Context: an optimization exercise on an open-source flow, tuned for small area. The choices shown serve that exercise and are no tape-out recipe. Function was checked by simulation only, so behaviour that the tests miss may differ from the original. The clock port is modelled as an ideal driver; clocking choices that lean on that would not hold on a real chip. No activity file was given, so power comes from the tool's default toggle rates.

`design/flow/flow/run.sh`:
```
#!/bin/bash
# Standard ORFS layout with two changes:
#  - synthesis maps with flow/abc_area.script (area-oriented ABC mapping, no
#    ABC buffering/upsizing); everything else in synthesis is the standard flow's own
#    standard synthesis (synth_recipe.tcl), so registers are unchanged;
#  - no full-adder extraction, buf_1 port buffers and a smaller clock
#    tree (flow/extra.mk).
set -euo pipefail
rm -rf scripts_mod
cp -r "$FLOW_HOME/scripts" scripts_mod
cp flow/abc_area.script scripts_mod/abc_area.script
cat flow/extra.mk >> config.mk
if [[ -f flow/pre_cts.tcl ]]; then echo "export PRE_CTS_TCL = $PWD/flow/pre_cts.tcl" >> config.mk; fi
export SCRIPTS_DIR="$PWD/scripts_mod"
bash standard.sh > standard.log 2>&1
```
`design/flow/config.mk`:
```
export PLATFORM = sky130hd
export DESIGN_NAME = color_find
export DESIGN_NICKNAME = color_find
export VERILOG_FILES = /design/flow/design.v
export SDC_FILE = /design/flow/constraint.sdc
export NUM_CORES = 4
export LEC_CHECK = 0
export ABC_AREA = 1
export CAP_MARGIN = 20
export CORE_MARGIN = 2
export CORE_UTILIZATION = 70
export SLEW_MARGIN = 20
export SYNTH_HIERARCHICAL = 1
export SYNTH_MINIMUM_KEEP_SIZE = 0
# no full-adder extraction: ABC maps all logic
export ADDER_MAP_FILE =
# small buffers on the ports (the standard flow picks clkdlybuf4s50_1)
export BUFFER_PORTS_ARGS = -buffer_cell sky130_fd_sc_hd__buf_1
# smaller clock tree, no dummy loads
export CTS_ARGS = -sink_clustering_enable -repair_clock_nets -dont_use_dummy_load -buf_list sky130_fd_sc_hd__clkbuf_8 -root_buf sky130_fd_sc_hd__clkbuf_8
export PRE_CTS_TCL = /design/flow/flow/pre_cts.tcl
```
`design/flow/flow/extra.mk`:
```
# no full-adder extraction: ABC maps all logic
export ADDER_MAP_FILE =
# small buffers on the ports (the standard flow picks clkdlybuf4s50_1)
export BUFFER_PORTS_ARGS = -buffer_cell sky130_fd_sc_hd__buf_1
# smaller clock tree, no dummy loads
export CTS_ARGS = -sink_clustering_enable -repair_clock_nets -dont_use_dummy_load -buf_list sky130_fd_sc_hd__clkbuf_8 -root_buf sky130_fd_sc_hd__clkbuf_8
```
`design/flow/flow/pre_cts.tcl`:
```
# Clock buffers placed by hand: the flip-flops are split by x into
# 3 groups of equal size; each group gets one sky130_fd_sc_hd__clkbuf_8 at its middle,
# driven by the clock port.
set ffs {}
foreach inst [[ord::get_db_block] getInsts] {
  if { [[$inst getMaster] isSequential] } {
    set loc [$inst getLocation]
    lappend ffs [list [lindex $loc 0] [lindex $loc 1] $inst]
  }
}
set ffs [lsort -integer -index 0 $ffs]
set n [llength $ffs]
set k 3
set dbu [[ord::get_db_tech] getDbUnitsPerMicron]
for { set g 0 } { $g < $k } { incr g } {
  set lo [expr { $g * $n / $k }]
  set hi [expr { ($g + 1) * $n / $k }]
  set xs 0; set ys 0; set pins {}
  for { set i $lo } { $i < $hi } { incr i } {
    set e [lindex $ffs $i]
    set xs [expr { $xs + [lindex $e 0] }]
    set ys [expr { $ys + [lindex $e 1] }]
    set inst [lindex $e 2]
    foreach it [$inst getITerms] {
      if { [[$it getMTerm] getSigType] == "CLOCK" || [[$it getMTerm] getName] == "CLK" } {
        lappend pins [get_pins [$inst getName]/[[$it getMTerm] getName]]
      }
    }
  }
  set m [expr { $hi - $lo }]
  set x [expr { $xs / $m / double($dbu) }]
  set y [expr { $ys / $m / double($dbu) }]
  puts "pre_cts: group $g: $m flip-flops, [llength $pins] clock pins, buffer at $x $y"
  insert_buffer -buffer_cell sky130_fd_sc_hd__clkbuf_8 -net clk -load_pins $pins -buffer_name clkbuf_g$g -location [list $x $y]
}
```
`design/flow/constraint.sdc`:
```
create_clock -name core_clock -period 160.0 [get_ports {clk}]
set_input_delay 32.0000 -clock core_clock [delete_from_list [all_inputs] [get_ports {clk}]]
set_output_delay 32.0000 -clock core_clock [all_outputs]
set_load 0.01 [all_outputs]
```
`design/flow/flow/abc_area.script`:
```
strash
dch
amap
topo
```
`design/flow/standard.sh`:
```
#!/bin/bash
# synth_recipe.tcl (not shown) runs the flow's synth.tcl, then flattens the netlist and writes it again
# the make line also repeats each setting of config.mk as NAME=value (left out here)
make -C /OpenROAD-flow-scripts/flow DESIGN_CONFIG=/design/flow/config.mk WORK_HOME=/design/flow/orfs CLKGATE_MAP_FILE= SYNTH_SCRIPT=/design/flow/synth_recipe.tcl "${@:-finish}"
```
`design/flow/design.v`:
```
`timescale 1ns / 1ps
module color_find #(
    parameter DISPLAY_W = 640,
    parameter DISPLAY_H = 480
) (
    input clk,
    input reset,
    input [9:0] x_pixel,
    input [9:0] y_pixel,
    input [3:0] R,
    input [3:0] G,
    input [3:0] B,
    output logic [1:0] USER
);
    localparam N = 22;
    wire is_red, is_blue;
    color_cls u_cls (
        .r3(R[3]), .r2(R[2]), .r1(R[1]), .r0(R[0]),
        .g3(G[3]), .g2(G[2]), .g1(G[1]), .g0(G[0]),
        .b3(B[3]), .b2(B[2]), .b1(B[1]), .b0(B[0]),
        .red(is_red), .blue(is_blue)
    );
    wire [9:0] x = x_pixel, y = y_pixel;
    wire z0, z1, z2, lo_n, pt_n, y5_8_n, x79_n, y5_8_z, y4_7_n;
    wire latch_pt, clear_pt, upper;
    g_nor4  u_z0 (.A(x[0]), .B(x[1]), .C(x[2]), .D(x[3]), .Y(z0));
    g_nor4  u_z1 (.A(x[4]), .B(x[5]), .C(x[6]), .D(y[0]), .Y(z1));
    g_nor4  u_z2 (.A(y[1]), .B(y[2]), .C(y[3]), .D(y[4]), .Y(z2));
    g_nor2  u_lo (.A(x[8]), .B(y[9]), .Y(lo_n));
    g_nand4 u_pt (.A(z0), .B(z1), .C(z2), .D(lo_n), .Y(pt_n));
    g_nand4 u_y5 (.A(y[8]), .B(y[7]), .C(y[6]), .D(y[5]), .Y(y5_8_n));
    g_nand2 u_x7 (.A(x[9]), .B(x[7]), .Y(x79_n));
    g_nor3  u_lt (.A(pt_n), .B(y5_8_n), .C(x79_n), .Y(latch_pt));
    g_nor4  u_yz (.A(y[8]), .B(y[7]), .C(y[6]), .D(y[5]), .Y(y5_8_z));
    g_nor4b u_cl (.A(pt_n), .B(x[9]), .C(x[7]), .D_N(y5_8_z), .Y(clear_pt));
    g_nand4 u_y4 (.A(y[7]), .B(y[6]), .C(y[5]), .D(y[4]), .Y(y4_7_n));
    g_nor3b u_up (.A(y[9]), .B(y[8]), .C_N(y4_7_n), .Y(upper));
    reg zero;
    wire zero_d;
    g_a21o u_zd (.A1(zero), .A2(latch_pt), .B1(clear_pt), .X(zero_d));
    always_ff @(posedge clk, posedge reset) begin
        if (reset) zero <= 1'b1;
        else zero <= zero_d;
    end
    wire en_b, en_r;
    g_nor2b u_eb (.A(latch_pt), .B_N(is_blue), .Y(en_b));
    g_nor2b u_er (.A(latch_pt), .B_N(is_red), .Y(en_r));
    reg  [N-2:0] cnt_b, cnt_r;   
    reg          par_b, par_r;   
    wire [N-2:0] nx_b, nx_r;
    wire         npar_b, npar_r;
    gcnt_next u_nb (.c(cnt_b), .par(par_b), .en(en_b), .dn(upper), .zero(zero),
                    .d(nx_b), .npar(npar_b));
    gcnt_next u_nr (.c(cnt_r), .par(par_r), .en(en_r), .dn(upper), .zero(zero),
                    .d(nx_r), .npar(npar_r));
    always_ff @(posedge clk) begin
        cnt_b <= nx_b;
        cnt_r <= nx_r;
        par_b <= npar_b;
        par_r <= npar_r;
    end
    wire user_en;
    wire [1:0] user_d;
    g_nor2b u_ue (.A(reset), .B_N(latch_pt), .Y(user_en));
    g_nor2b u_u0 (.A(zero), .B_N(cnt_b[N-2]), .Y(user_d[0]));
    g_nor2b u_u1 (.A(zero), .B_N(cnt_r[N-2]), .Y(user_d[1]));
    always_ff @(posedge clk) begin
        if (user_en) USER <= user_d;
    end
endmodule
module gcnt_next (
    input  [20:0] c,
    input         par,
    input         en,
    input         dn,
    input         zero,
    output [20:0] d,
    output        npar
);
    wire pz, m;
    g_nor2b u_pz (.A(zero), .B_N(par), .Y(pz));
    g_xor2  u_np (.A(en), .B(pz), .X(npar));
    g_xor2  u_m  (.A(dn), .B(pz), .X(m));
    wire [20:0] w;
    wire [19:1] fl;
    g_nand2 u_w0 (.A(en), .B(m), .Y(w[0]));
    genvar i;
    generate
        for (i = 1; i <= 20; i = i + 1) begin : g_bit
            if (i % 2 == 1) begin : g_odd
                g_nor2 u_w (.A(w[i-1]), .B(c[i-1]), .Y(w[i]));
                g_nor2 u_f (.A(w[i-1]), .B(w[i]), .Y(fl[i]));
            end else begin : g_even
                wire f;
                g_nand2 u_f (.A(w[i-1]), .B(c[i-1]), .Y(f));
                g_nand2 u_w (.A(w[i-1]), .B(f), .Y(w[i]));
                if (i < 20) begin : g_f
                    assign fl[i] = f;
                end
            end
            if (i < 20) begin : g_d
                wire nx;   
                if (i % 2 == 1) begin : g_x
                    g_xnor2 u_x (.A(c[i]), .B(fl[i]), .Y(nx));
                end else begin : g_x
                    g_xor2  u_x (.A(c[i]), .B(fl[i]), .X(nx));
                end
                g_nor2 u_d (.A(zero), .B(nx), .Y(d[i]));
            end
        end
    endgenerate
    wire f0, cz0;
    g_nor2b u_f0 (.A(m), .B_N(en), .Y(f0));
    g_nor2b u_c0 (.A(zero), .B_N(c[0]), .Y(cz0));
    g_xor2  u_d0 (.A(cz0), .B(f0), .X(d[0]));
    wire nx20, ns20;
    g_xor2  u_x20 (.A(c[20]), .B(w[20]), .X(nx20));
    g_nand3 u_s20 (.A(zero), .B(en), .C(dn), .Y(ns20));
    g_o21ai u_d20 (.A1(nx20), .A2(zero), .B1(ns20), .Y(d[20]));
endmodule
module color_cls (input r3, r2, r1, r0, g3, g2, g1, g0, b3, b2, b1, b0, output red, blue);
  wire new_n15, new_n16, new_n17, new_n18, new_n19, new_n20, new_n21, new_n22, new_n23, new_n24, new_n25, new_n26, new_n27, new_n28, new_n29, new_n30, new_n31, new_n32, new_n33, new_n34, new_n35, new_n36, new_n37, new_n38, new_n39, new_n40, new_n41, new_n42, new_n43, new_n44, new_n45, new_n46, new_n47, new_n48, new_n49, new_n50, new_n51, new_n52, new_n53, new_n54, new_n55, new_n56, new_n57, new_n58, new_n59, new_n60, new_n61, new_n62, new_n63, new_n64, new_n65, new_n66, new_n67, new_n68, new_n69, new_n70, new_n71, new_n72, new_n73, new_n74, new_n75, new_n76, new_n77, new_n78, new_n79, new_n80, new_n81, new_n82, new_n83, new_n84, new_n85, new_n86, new_n87, new_n88, new_n89, new_n90, new_n91, new_n92, new_n93, new_n94, new_n95, new_n96, new_n97, new_n98, new_n99, new_n100, new_n101, new_n102, new_n103, new_n104, new_n105, new_n106, new_n107, new_n108, new_n109, new_n110, new_n111, new_n112, new_n113, new_n114, new_n115, new_n116, new_n117, new_n118, new_n119, new_n120, new_n121, new_n122, new_n123, new_n124, new_n125, new_n126, new_n127, new_n128, new_n129, new_n130, new_n131, new_n132, new_n133, new_n134, new_n135, new_n136, new_n138;
  g_clkinv u_0 (.A(r0), .Y(new_n15));
  g_clkinv u_1 (.A(r1), .Y(new_n16));
  g_clkinv u_2 (.A(b1), .Y(new_n17));
  g_o22ai u_3 (.A1(new_n16), .A2(b1), .B1(r1), .B2(new_n17), .Y(new_n18));
  g_a21oi u_4 (.A1(new_n15), .A2(b0), .B1(new_n18), .Y(new_n19));
  g_o21ai u_5 (.A1(new_n15), .A2(b0), .B1(new_n19), .Y(new_n20));
  g_clkinv u_6 (.A(b0), .Y(new_n21));
  g_or2 u_7 (.A(g0), .B(new_n21), .X(new_n22));
  g_clkinv u_8 (.A(g1), .Y(new_n23));
  g_a22oi u_9 (.A1(g1), .A2(new_n17), .B1(new_n23), .B2(b1), .Y(new_n24));
  g_nand2 u_10 (.A(new_n22), .B(new_n24), .Y(new_n25));
  g_o21ai u_11 (.A1(new_n22), .A2(new_n24), .B1(new_n25), .Y(new_n26));
  g_clkinv u_12 (.A(b2), .Y(new_n27));
  g_clkinv u_13 (.A(g2), .Y(new_n28));
  g_a22oi u_14 (.A1(g2), .A2(new_n27), .B1(new_n28), .B2(b2), .Y(new_n29));
  g_o21ai u_15 (.A1(new_n23), .A2(b1), .B1(new_n25), .Y(new_n30));
  g_nand2 u_16 (.A(new_n29), .B(new_n30), .Y(new_n31));
  g_o21ai u_17 (.A1(new_n29), .A2(new_n30), .B1(new_n31), .Y(new_n32));
  g_nor2 u_18 (.A(new_n26), .B(new_n32), .Y(new_n33));
  g_clkinv u_19 (.A(b3), .Y(new_n34));
  g_clkinv u_20 (.A(g3), .Y(new_n35));
  g_a22oi u_21 (.A1(g3), .A2(new_n34), .B1(new_n35), .B2(b3), .Y(new_n36));
  g_o21ai u_22 (.A1(new_n28), .A2(b2), .B1(new_n31), .Y(new_n37));
  g_nand2 u_23 (.A(new_n36), .B(new_n37), .Y(new_n38));
  g_o21ai u_24 (.A1(new_n36), .A2(new_n37), .B1(new_n38), .Y(new_n39));
  g_clkinv u_25 (.A(r2), .Y(new_n40));
  g_a22oi u_26 (.A1(new_n40), .A2(b2), .B1(r2), .B2(new_n27), .Y(new_n41));
  g_a21oi u_27 (.A1(r1), .A2(new_n17), .B1(new_n19), .Y(new_n42));
  g_nand2 u_28 (.A(new_n41), .B(new_n42), .Y(new_n43));
  g_o21ai u_29 (.A1(new_n41), .A2(new_n42), .B1(new_n43), .Y(new_n44));
  g_o21a u_30 (.A1(new_n15), .A2(b0), .B1(new_n18), .X(new_n45));
  g_nor2 u_31 (.A(new_n19), .B(new_n45), .Y(new_n46));
  g_nor2 u_32 (.A(new_n44), .B(new_n46), .Y(new_n47));
  g_nor2 u_33 (.A(new_n39), .B(new_n47), .Y(new_n48));
  g_o21ai u_34 (.A1(new_n35), .A2(b3), .B1(new_n38), .Y(new_n49));
  g_clkinv u_35 (.A(r3), .Y(new_n50));
  g_o21ai u_36 (.A1(r2), .A2(new_n27), .B1(new_n43), .Y(new_n51));
  g_nor2 u_37 (.A(new_n50), .B(new_n51), .Y(new_n52));
  g_nand2 u_38 (.A(new_n34), .B(new_n52), .Y(new_n53));
  g_nand2 u_39 (.A(new_n49), .B(new_n53), .Y(new_n54));
  g_nor2 u_40 (.A(new_n33), .B(new_n48), .Y(new_n55));
  g_clkinv u_41 (.A(new_n33), .Y(new_n56));
  g_nor2b u_42 (.A(new_n56), .B_N(new_n44), .Y(new_n57));
  g_nor2 u_43 (.A(new_n55), .B(new_n57), .Y(new_n58));
  g_nor2 u_44 (.A(new_n26), .B(new_n58), .Y(new_n59));
  g_nor2 u_45 (.A(r3), .B(new_n35), .Y(new_n60));
  g_a21oi u_46 (.A1(r3), .A2(new_n35), .B1(new_n60), .Y(new_n61));
  g_o22ai u_47 (.A1(r2), .A2(new_n28), .B1(new_n40), .B2(g2), .Y(new_n62));
  g_clkinv u_48 (.A(new_n62), .Y(new_n63));
  g_nor2 u_49 (.A(new_n16), .B(g1), .Y(new_n64));
  g_a21oi u_50 (.A1(new_n16), .A2(g1), .B1(new_n64), .Y(new_n65));
  g_clkinv u_51 (.A(new_n65), .Y(new_n66));
  g_a21oi u_52 (.A1(new_n15), .A2(g0), .B1(new_n66), .Y(new_n67));
  g_nor2 u_53 (.A(new_n64), .B(new_n67), .Y(new_n68));
  g_nand2 u_54 (.A(new_n63), .B(new_n68), .Y(new_n69));
  g_o21ai u_55 (.A1(r2), .A2(new_n28), .B1(new_n69), .Y(new_n70));
  g_nand2 u_56 (.A(new_n61), .B(new_n70), .Y(new_n71));
  g_o21ai u_57 (.A1(new_n61), .A2(new_n70), .B1(new_n71), .Y(new_n72));
  g_o221ai u_58 (.A1(new_n33), .A2(new_n48), .B1(new_n54), .B2(new_n59), .C1(new_n72), .Y(new_n73));
  g_nand2 u_59 (.A(new_n50), .B(new_n51), .Y(new_n74));
  g_o21ai u_60 (.A1(new_n34), .A2(new_n52), .B1(new_n74), .Y(new_n75));
  g_o21ai u_61 (.A1(new_n20), .A2(new_n73), .B1(new_n75), .Y(new_n76));
  g_nand2 u_62 (.A(g0), .B(new_n21), .Y(new_n77));
  g_nand2 u_63 (.A(new_n22), .B(new_n77), .Y(new_n78));
  g_clkinv u_64 (.A(new_n49), .Y(new_n79));
  g_o21ai u_65 (.A1(new_n15), .A2(g0), .B1(new_n79), .Y(new_n80));
  g_a21oi u_66 (.A1(new_n15), .A2(g0), .B1(new_n80), .Y(new_n81));
  g_o21ai u_67 (.A1(r0), .A2(new_n21), .B1(new_n45), .Y(new_n82));
  g_o21ai u_68 (.A1(new_n26), .A2(new_n81), .B1(new_n82), .Y(new_n83));
  g_nor3 u_69 (.A(b2), .B(new_n62), .C(b0), .Y(new_n84));
  g_nor2 u_70 (.A(new_n35), .B(new_n84), .Y(new_n85));
  g_a21oi u_71 (.A1(new_n34), .A2(new_n84), .B1(new_n85), .Y(new_n86));
  g_nor2 u_72 (.A(b2), .B(new_n62), .Y(new_n87));
  g_nor2 u_73 (.A(new_n28), .B(new_n17), .Y(new_n88));
  g_a2111oi u_74 (.A1(new_n16), .A2(new_n87), .B1(new_n88), .C1(new_n64), .D1(b3), .Y(new_n89));
  g_a2111o u_75 (.A1(new_n83), .A2(new_n86), .B1(new_n60), .C1(new_n89), .D1(new_n58), .X(new_n90));
  g_nor2 u_76 (.A(new_n34), .B(new_n74), .Y(new_n91));
  g_a211o u_77 (.A1(new_n46), .A2(new_n58), .B1(new_n76), .C1(new_n91), .X(new_n92));
  g_o21ai u_78 (.A1(new_n44), .A2(new_n46), .B1(new_n92), .Y(new_n93));
  g_a21boi u_79 (.A1(new_n20), .A2(new_n90), .B1_N(new_n93), .Y(new_n94));
  g_nor2 u_80 (.A(new_n78), .B(new_n94), .Y(new_n95));
  g_o211ai u_81 (.A1(new_n63), .A2(new_n68), .B1(new_n90), .C1(new_n69), .Y(new_n96));
  g_nand2b u_82 (.A_N(new_n57), .B(new_n81), .Y(new_n97));
  g_nor2 u_83 (.A(new_n26), .B(new_n81), .Y(new_n98));
  g_nand2 u_84 (.A(new_n98), .B(new_n78), .Y(new_n99));
  g_nand2 u_85 (.A(new_n32), .B(new_n99), .Y(new_n100));
  g_a31o u_86 (.A1(new_n39), .A2(new_n97), .A3(new_n100), .B1(new_n75), .X(new_n101));
  g_a31oi u_87 (.A1(new_n66), .A2(new_n81), .A3(new_n96), .B1(new_n101), .Y(new_n102));
  g_o21a u_88 (.A1(new_n54), .A2(new_n95), .B1(new_n102), .X(new_n103));
  g_o21ai u_89 (.A1(new_n47), .A2(new_n92), .B1(new_n71), .Y(new_n104));
  g_nor2 u_90 (.A(new_n60), .B(new_n104), .Y(new_n105));
  g_o21a u_91 (.A1(new_n96), .A2(new_n105), .B1(new_n44), .X(new_n106));
  g_o32ai u_92 (.A1(new_n26), .A2(new_n58), .A3(new_n54), .B1(new_n103), .B2(new_n106), .Y(new_n107));
  g_clkinv u_93 (.A(new_n39), .Y(new_n108));
  g_nor2 u_94 (.A(new_n99), .B(new_n94), .Y(new_n109));
  g_o22ai u_95 (.A1(new_n108), .A2(new_n107), .B1(new_n73), .B2(new_n109), .Y(new_n110));
  g_nor2 u_96 (.A(new_n107), .B(new_n110), .Y(new_n111));
  g_a21oi u_97 (.A1(new_n20), .A2(new_n111), .B1(new_n102), .Y(new_n112));
  g_nand2 u_98 (.A(new_n56), .B(new_n100), .Y(new_n113));
  g_nor2 u_99 (.A(new_n79), .B(new_n110), .Y(new_n114));
  g_nor2 u_100 (.A(new_n113), .B(new_n114), .Y(new_n115));
  g_o22ai u_101 (.A1(new_n78), .A2(new_n113), .B1(new_n108), .B2(new_n115), .Y(new_n116));
  g_o21ai u_102 (.A1(new_n80), .A2(new_n116), .B1(new_n67), .Y(new_n117));
  g_clkinv u_103 (.A(new_n117), .Y(new_n118));
  g_o21ai u_104 (.A1(new_n97), .A2(new_n118), .B1(new_n72), .Y(new_n119));
  g_nor2 u_105 (.A(new_n82), .B(new_n93), .Y(new_n120));
  g_o21ai u_106 (.A1(new_n107), .A2(new_n110), .B1(new_n109), .Y(new_n121));
  g_o211ai u_107 (.A1(new_n65), .A2(new_n80), .B1(new_n117), .C1(new_n121), .Y(new_n122));
  g_o31a u_108 (.A1(new_n98), .A2(new_n120), .A3(new_n115), .B1(new_n122), .X(new_n123));
  g_nor2 u_109 (.A(new_n119), .B(new_n123), .Y(new_n124));
  g_o21ai u_110 (.A1(new_n108), .A2(new_n107), .B1(new_n124), .Y(new_n125));
  g_nor2 u_111 (.A(new_n112), .B(new_n125), .Y(new_n126));
  g_nor2 u_112 (.A(new_n76), .B(new_n126), .Y(new_n127));
  g_a21oi u_113 (.A1(new_n112), .A2(new_n125), .B1(new_n114), .Y(new_n128));
  g_nor2 u_114 (.A(new_n116), .B(new_n121), .Y(new_n129));
  g_nor3 u_115 (.A(new_n91), .B(new_n128), .C(new_n129), .Y(new_n130));
  g_nor3b u_116 (.A(new_n105), .B(new_n127), .C_N(new_n116), .Y(new_n131));
  g_o22ai u_117 (.A1(new_n34), .A2(new_n74), .B1(new_n112), .B2(new_n125), .Y(new_n132));
  g_nor3 u_118 (.A(new_n105), .B(new_n120), .C(new_n103), .Y(new_n133));
  g_o31ai u_119 (.A1(new_n39), .A2(new_n47), .A3(new_n132), .B1(new_n133), .Y(new_n134));
  g_o21ai u_120 (.A1(new_n79), .A2(new_n131), .B1(new_n134), .Y(new_n135));
  g_a31oi u_121 (.A1(new_n56), .A2(new_n122), .A3(new_n119), .B1(new_n135), .Y(new_n136));
  g_nor3 u_122 (.A(new_n127), .B(new_n130), .C(new_n136), .Y(red));
  g_nor2 u_123 (.A(new_n132), .B(new_n130), .Y(new_n138));
  g_nor2 u_124 (.A(new_n135), .B(new_n138), .Y(blue));
endmodule
module g_a2111o (input A1, input A2, input B1, input C1, input D1, output X);
  assign X = (A1&A2) | (B1) | (C1) | (D1);
endmodule
module g_a2111oi (input A1, input A2, input B1, input C1, input D1, output Y);
  assign Y = (~A1&~B1&~C1&~D1) | (~A2&~B1&~C1&~D1);
endmodule
module g_a211o (input A1, input A2, input B1, input C1, output X);
  assign X = (A1&A2) | (B1) | (C1);
endmodule
module g_a21boi (input A1, input A2, input B1_N, output Y);
  assign Y = (~A1&B1_N) | (~A2&B1_N);
endmodule
module g_a21o (input A1, input A2, input B1, output X);
  assign X = (A1&A2) | (B1);
endmodule
module g_a21oi (input A1, input A2, input B1, output Y);
  assign Y = (~A1&~B1) | (~A2&~B1);
endmodule
module g_a22oi (input A1, input A2, input B1, input B2, output Y);
  assign Y = (~A1&~B1) | (~A1&~B2) | (~A2&~B1) | (~A2&~B2);
endmodule
module g_a31o (input A1, input A2, input A3, input B1, output X);
  assign X = (A1&A2&A3) | (B1);
endmodule
module g_a31oi (input A1, input A2, input A3, input B1, output Y);
  assign Y = (~A1&~B1) | (~A2&~B1) | (~A3&~B1);
endmodule
module g_clkinv (input A, output Y);
  assign Y = (~A);
endmodule
module g_nand2 (input A, input B, output Y);
  assign Y = (~A) | (~B);
endmodule
module g_nand2b (input A_N, input B, output Y);
  assign Y = (A_N) | (~B);
endmodule
module g_nand3 (input A, input B, input C, output Y);
  assign Y = (~A) | (~B) | (~C);
endmodule
module g_nand4 (input A, input B, input C, input D, output Y);
  assign Y = (~A) | (~B) | (~C) | (~D);
endmodule
module g_nor2 (input A, input B, output Y);
  assign Y = (~A&~B);
endmodule
module g_nor2b (input A, input B_N, output Y);
  assign Y = (~A&B_N);
endmodule
module g_nor3 (input A, input B, input C, output Y);
  assign Y = (~A&~B&~C);
endmodule
module g_nor3b (input A, input B, input C_N, output Y);
  assign Y = (~A&~B&C_N);
endmodule
module g_nor4 (input A, input B, input C, input D, output Y);
  assign Y = (~A&~B&~C&~D);
endmodule
module g_nor4b (input A, input B, input C, input D_N, output Y);
  assign Y = (~A&~B&~C&D_N);
endmodule
module g_o211ai (input A1, input A2, input B1, input C1, output Y);
  assign Y = (~A1&~A2) | (~B1) | (~C1);
endmodule
module g_o21a (input A1, input A2, input B1, output X);
  assign X = (A1&B1) | (A2&B1);
endmodule
module g_o21ai (input A1, input A2, input B1, output Y);
  assign Y = (~A1&~A2) | (~B1);
endmodule
module g_o221ai (input A1, input A2, input B1, input B2, input C1, output Y);
  assign Y = (~B1&~B2) | (~A1&~A2) | (~C1);
endmodule
module g_o22ai (input A1, input A2, input B1, input B2, output Y);
  assign Y = (~B1&~B2) | (~A1&~A2);
endmodule
module g_o31a (input A1, input A2, input A3, input B1, output X);
  assign X = (A1&B1) | (A2&B1) | (A3&B1);
endmodule
module g_o31ai (input A1, input A2, input A3, input B1, output Y);
  assign Y = (~A1&~A2&~A3) | (~B1);
endmodule
module g_o32ai (input A1, input A2, input A3, input B1, input B2, output Y);
  assign Y = (~A1&~A2&~A3) | (~B1&~B2);
endmodule
module g_or2 (input A, input B, output X);
  assign X = (A) | (B);
endmodule
module g_xnor2 (input A, input B, output Y);
  assign Y = (~A&~B) | (A&B);
endmodule
module g_xor2 (input A, input B, output X);
  assign X = (A&~B) | (~A&B);
endmodule
```
==> results.toml <==
[die]
dieHeight_um = 65.1
core_um2 = 3630
pin_count = 36
die_width_um = 65.1
rows = 22
die_area_um2 = 4240
start_util_pct = 72.0

[final_layout]
utilization_pct = 78.4
syn_to_final_growth_pct = 8.90
num-nets-final = 487
n_antenna_cell = 0
seq_area_um2 = 967
multi_input_area_um2 = 1580
fillers = 278
drive_above_1_share_pct = 0.887
final_cell_count_no_fill = 499

[timing]
finClkSkew_ns = 0.00677
finalHoldViolCount = 0
timing.fmax_mhz = 24.2
setup_viol = 0
worst_slack_ns = 118.75
rsz0062_at_grt = "false"
worst_pin_slew_ns = 0.855
max_slew_margin_pct = 43.0
min_period_over_period_pct = 25.8
maxSlewViolCount = 0
period_minus_slack_ns = 41.25
fin_tns_setup_ns = 0

[power_and_ir_drop]
peakVddDrop_mv = 0.0103
p_total_uw = 38.7
powerDensity_nw_per_um2 = 13.6
leakage_nw = 1.09

[route]
drtAntennaViolNets = 0
drc = 0
vias = 2730
dr.pass1.iters = 5
drtIter0Drc = 147
wire_per_inst_um = 10.6
finalWirelength_um = 5280
vias_per_cell = 5.47

[worst_setup_path]
endpoint_kind = "register"
critPathMaxStageDelay_ns = 0.32
startpoint_type = "primary input"
path_class = "primary input to register"
worstPathRequired_ns = 160.01
crit_family = "simple AND/OR/NAND/NOR gates"
cp.arrival_ns = 41.27
worst_path_max_delay_cell = "a211o_1"
path_common_cell = "nor2_1"
worstPathMaxFanout = 5
path_buf_inv = 2

[global_route]
grt_pass1_wl_um = 8980
grt-ovfl-total = 0
antenna_found_initial = 0
grt_max_degree = 50
grt.total_usage_pct = 25.1
grt_pass1_vias = 2295

[synth]
avgSynthCellArea_um2 = 6.33
ys_seq_elements = 47
synth_warnings = 7
syn_nets = 447
yosysUniqueCellTypes = 32
seq_area_frac_synth_pct = 37.0
syn-cell-area_um2 = 2620
syn_inst = 413

[place]
place_inst = 496
place.gp.congestion = 0.967
dpl.hpwl_um = 4080
port-buffer-count = 35
place_ws_ns = 118.84

[worst_hold_path]
hp-class = "register to register"

[clocking]
ctsHoldBuffers = 0
cts_setup_buffers = 0
insertion_delay_ns = 0.15
cts.reportedPaths.clkPinSlew_ns = 0.10
cts_resized = 0

[flow_run]
drv_cap = 0

[status]
run_status = "complete, no violations"
layout make-up, clock buffers not listed:
type	count	area share, %
multi-input combinational	348	55.5
sequential	47	34.0
inverter	18	2.37
tap	48	2.11
timing repair buffer	35	4.61
placed cells by master (no fill, tap or decap):
cell type / instances
buf_1: 35
clkinv_1: 18
edfxtp_1: 2
o211ai_1: 2
a21oi_1: 35
a31o_1: 1
a22oi_1: 4
o22ai_1: 5
nor3_1: 5
a21boi_0: 1
nor2_1: 134
nand2b_1: 1
o221ai_1: 1
o31a_1: 1
nor2b_1: 12
o21ai_0: 45
o31ai_1: 1
a31oi_1: 2
clkbuf_8: 3
nor3b_1: 2
or2_0: 1
o32ai_1: 1
nand4_1: 3
dfxtp_1: 44
dfstp_2: 1
nor4_1: 4
a211o_1: 1
a21o_1: 1
o21a_1: 3
nor4b_1: 1
a2111oi_0: 1
a2111o_1: 1
nand3_1: 2
nand2_1: 77
routing by layer:
metal	track usage [%]	routed length, um	vias up	share of wire [%]
li1	-	-	1480	-
met1	30.5	2330	1167	44
met2	49.2	2600	71	49
met3	2.05	279	12	5.3
met4	2.86	61	0	1.2
met5	0	0	-	0
Yosys stat by module (local to each module, per instance), excerpt:
module,cells,copies in the design,flip-flops and latches,cell area (um^2)
g_o211ai,1,2,0,7.51
g_nor3b,1,2,0,7.51
g_a211o,1,1,0,8.76
g_nand2b,1,1,0,6.26
g_o31ai,1,1,0,7.51
g_o22ai,1,5,0,6.26
g_o21ai,1,25,0,5.00
g_clkinv,1,17,0,3.75
g_nor4,1,4,0,6.26
g_o31a,1,1,0,8.76
g_a2111oi,1,1,0,8.76
g_nor3,1,5,0,5.00
g_a21o,1,1,0,7.51
g_nand4,1,3,0,6.26
cell usage after synthesis:
cell type	instances	area [um^2]
a2111oi_0	1	8.76
nand2b_1	1	6.26
nor3b_1	2	15.0
nor4b_1	1	8.76
a31oi_1	2	12.5
dfstp_2	1	26.3
o211ai_1	2	15.0
or2_0	1	6.26
o32ai_1	1	8.76
a22oi_1	4	30.0
nor4_1	4	25.0
clkinv_1	18	67.6
a31o_1	1	8.76
a21oi_1	35	175
a211o_1	1	8.76
o31ai_1	1	7.51
o221ai_1	1	8.76
o21ai_0	45	225
nand3_1	2	10.0
nor2_1	134	503
dfxtp_1	44	881
nand4_1	3	18.8
a21boi_0	1	7.51
nor3_1	5	25.0
o31a_1	1	8.76
o21a_1	3	22.5
a2111o_1	1	11.3
a21o_1	1	7.51
o22ai_1	5	31.3
nand2_1	77	289
edfxtp_1	2	60.1
nor2b_1	12	75.1
registers in the layout (all words and copies together) (netlist names):
signal / flops
par_b: 1
cnt_r: 21
cnt_b: 21
zero: 1
par_r: 1
USER: 2
logic make-up (layout without fill, tap and decap cells):
logic type / count (synthesis) / in the layout / synth area share, %
flip-flops: 47 / 47 / 37.0
AO/OA/AOI/OAI: 106 / 106 / 22.9
AND/OR/NAND/NOR: 242 / 242 / 37.6
buffers and inverters: 18 / 56 / 2.58
path summary, 6_finish.rpt:
path / endpoint / startpoint / depth (start not counted) / slack, ns
min: cnt_r[10] / cnt_r[10] / 2 / 0.54
max in group asynchronous: zero / reset / 2 / 128.15
max: cnt_r[20] / B[1] / 69 / 118.75
min reg2reg: cnt_r[10] / cnt_r[10] / 2 / 0.54
max reg2reg: cnt_b[20] / zero / 35 / 154.88
min in group asynchronous: zero / reset / 2 / 31.83
worst register-to-register path, delay by kind of cell (launching register included):
family / cells / cell delay, ns
AOI/OAI and AO/OA: 3 / 0.43
and+or+nand+nor: 32 / 3.45
DFF: 1 / 1.11
power by group:
group	switching, mW	internal (mW)	leakage (nW)	total [mW]
logic	0.00723	0.00574	0.671	0.0130
registers	0.00353	0.0176	0.398	0.0211
clock network	0.00290	0.00174	0.0216	0.00464
total	0.0137	0.0251	1.09	0.0387
per-stage QoR:
step | instance area [um^2] | hold slack, ns
3_3_place_gp | 2810 | 0.506
4_1_cts | 2850 | 0.518
2_1_floorplan | 2620 | 0.497
3_5_place_dp | 2810 | 0.516
6_report | 2850 | 0.536
5_1_grt | 2850 | 0.556

-- separate check: timing with driven ports --
No port has a modelled driver above. Below, the same layout with a new extraction and two added sets of constraints. Step 1: set_driving_cell puts a clkbuf_16 on clk and a buf_2 on each other input, an assumption about the parent block. Step 2 moves the port delays by t, midway between the first and last clock arrival at a register: inputs arrive t later, outputs are due t later. That takes back most of the time a late clock gives input paths. a / b / c = ideal ports / drivers / drivers and shift; a / b = the first two.
shift t [ns]: 0.195
setup WS [ns]: 118.748 / 118.769 / 118.574
worst register clock-pin slew, ns: 0.10 / 0.10
After both steps this run still meets setup and hold. The setup slack of this run moves by +0.021 ns with the drivers and by -0.174 ns with both steps.
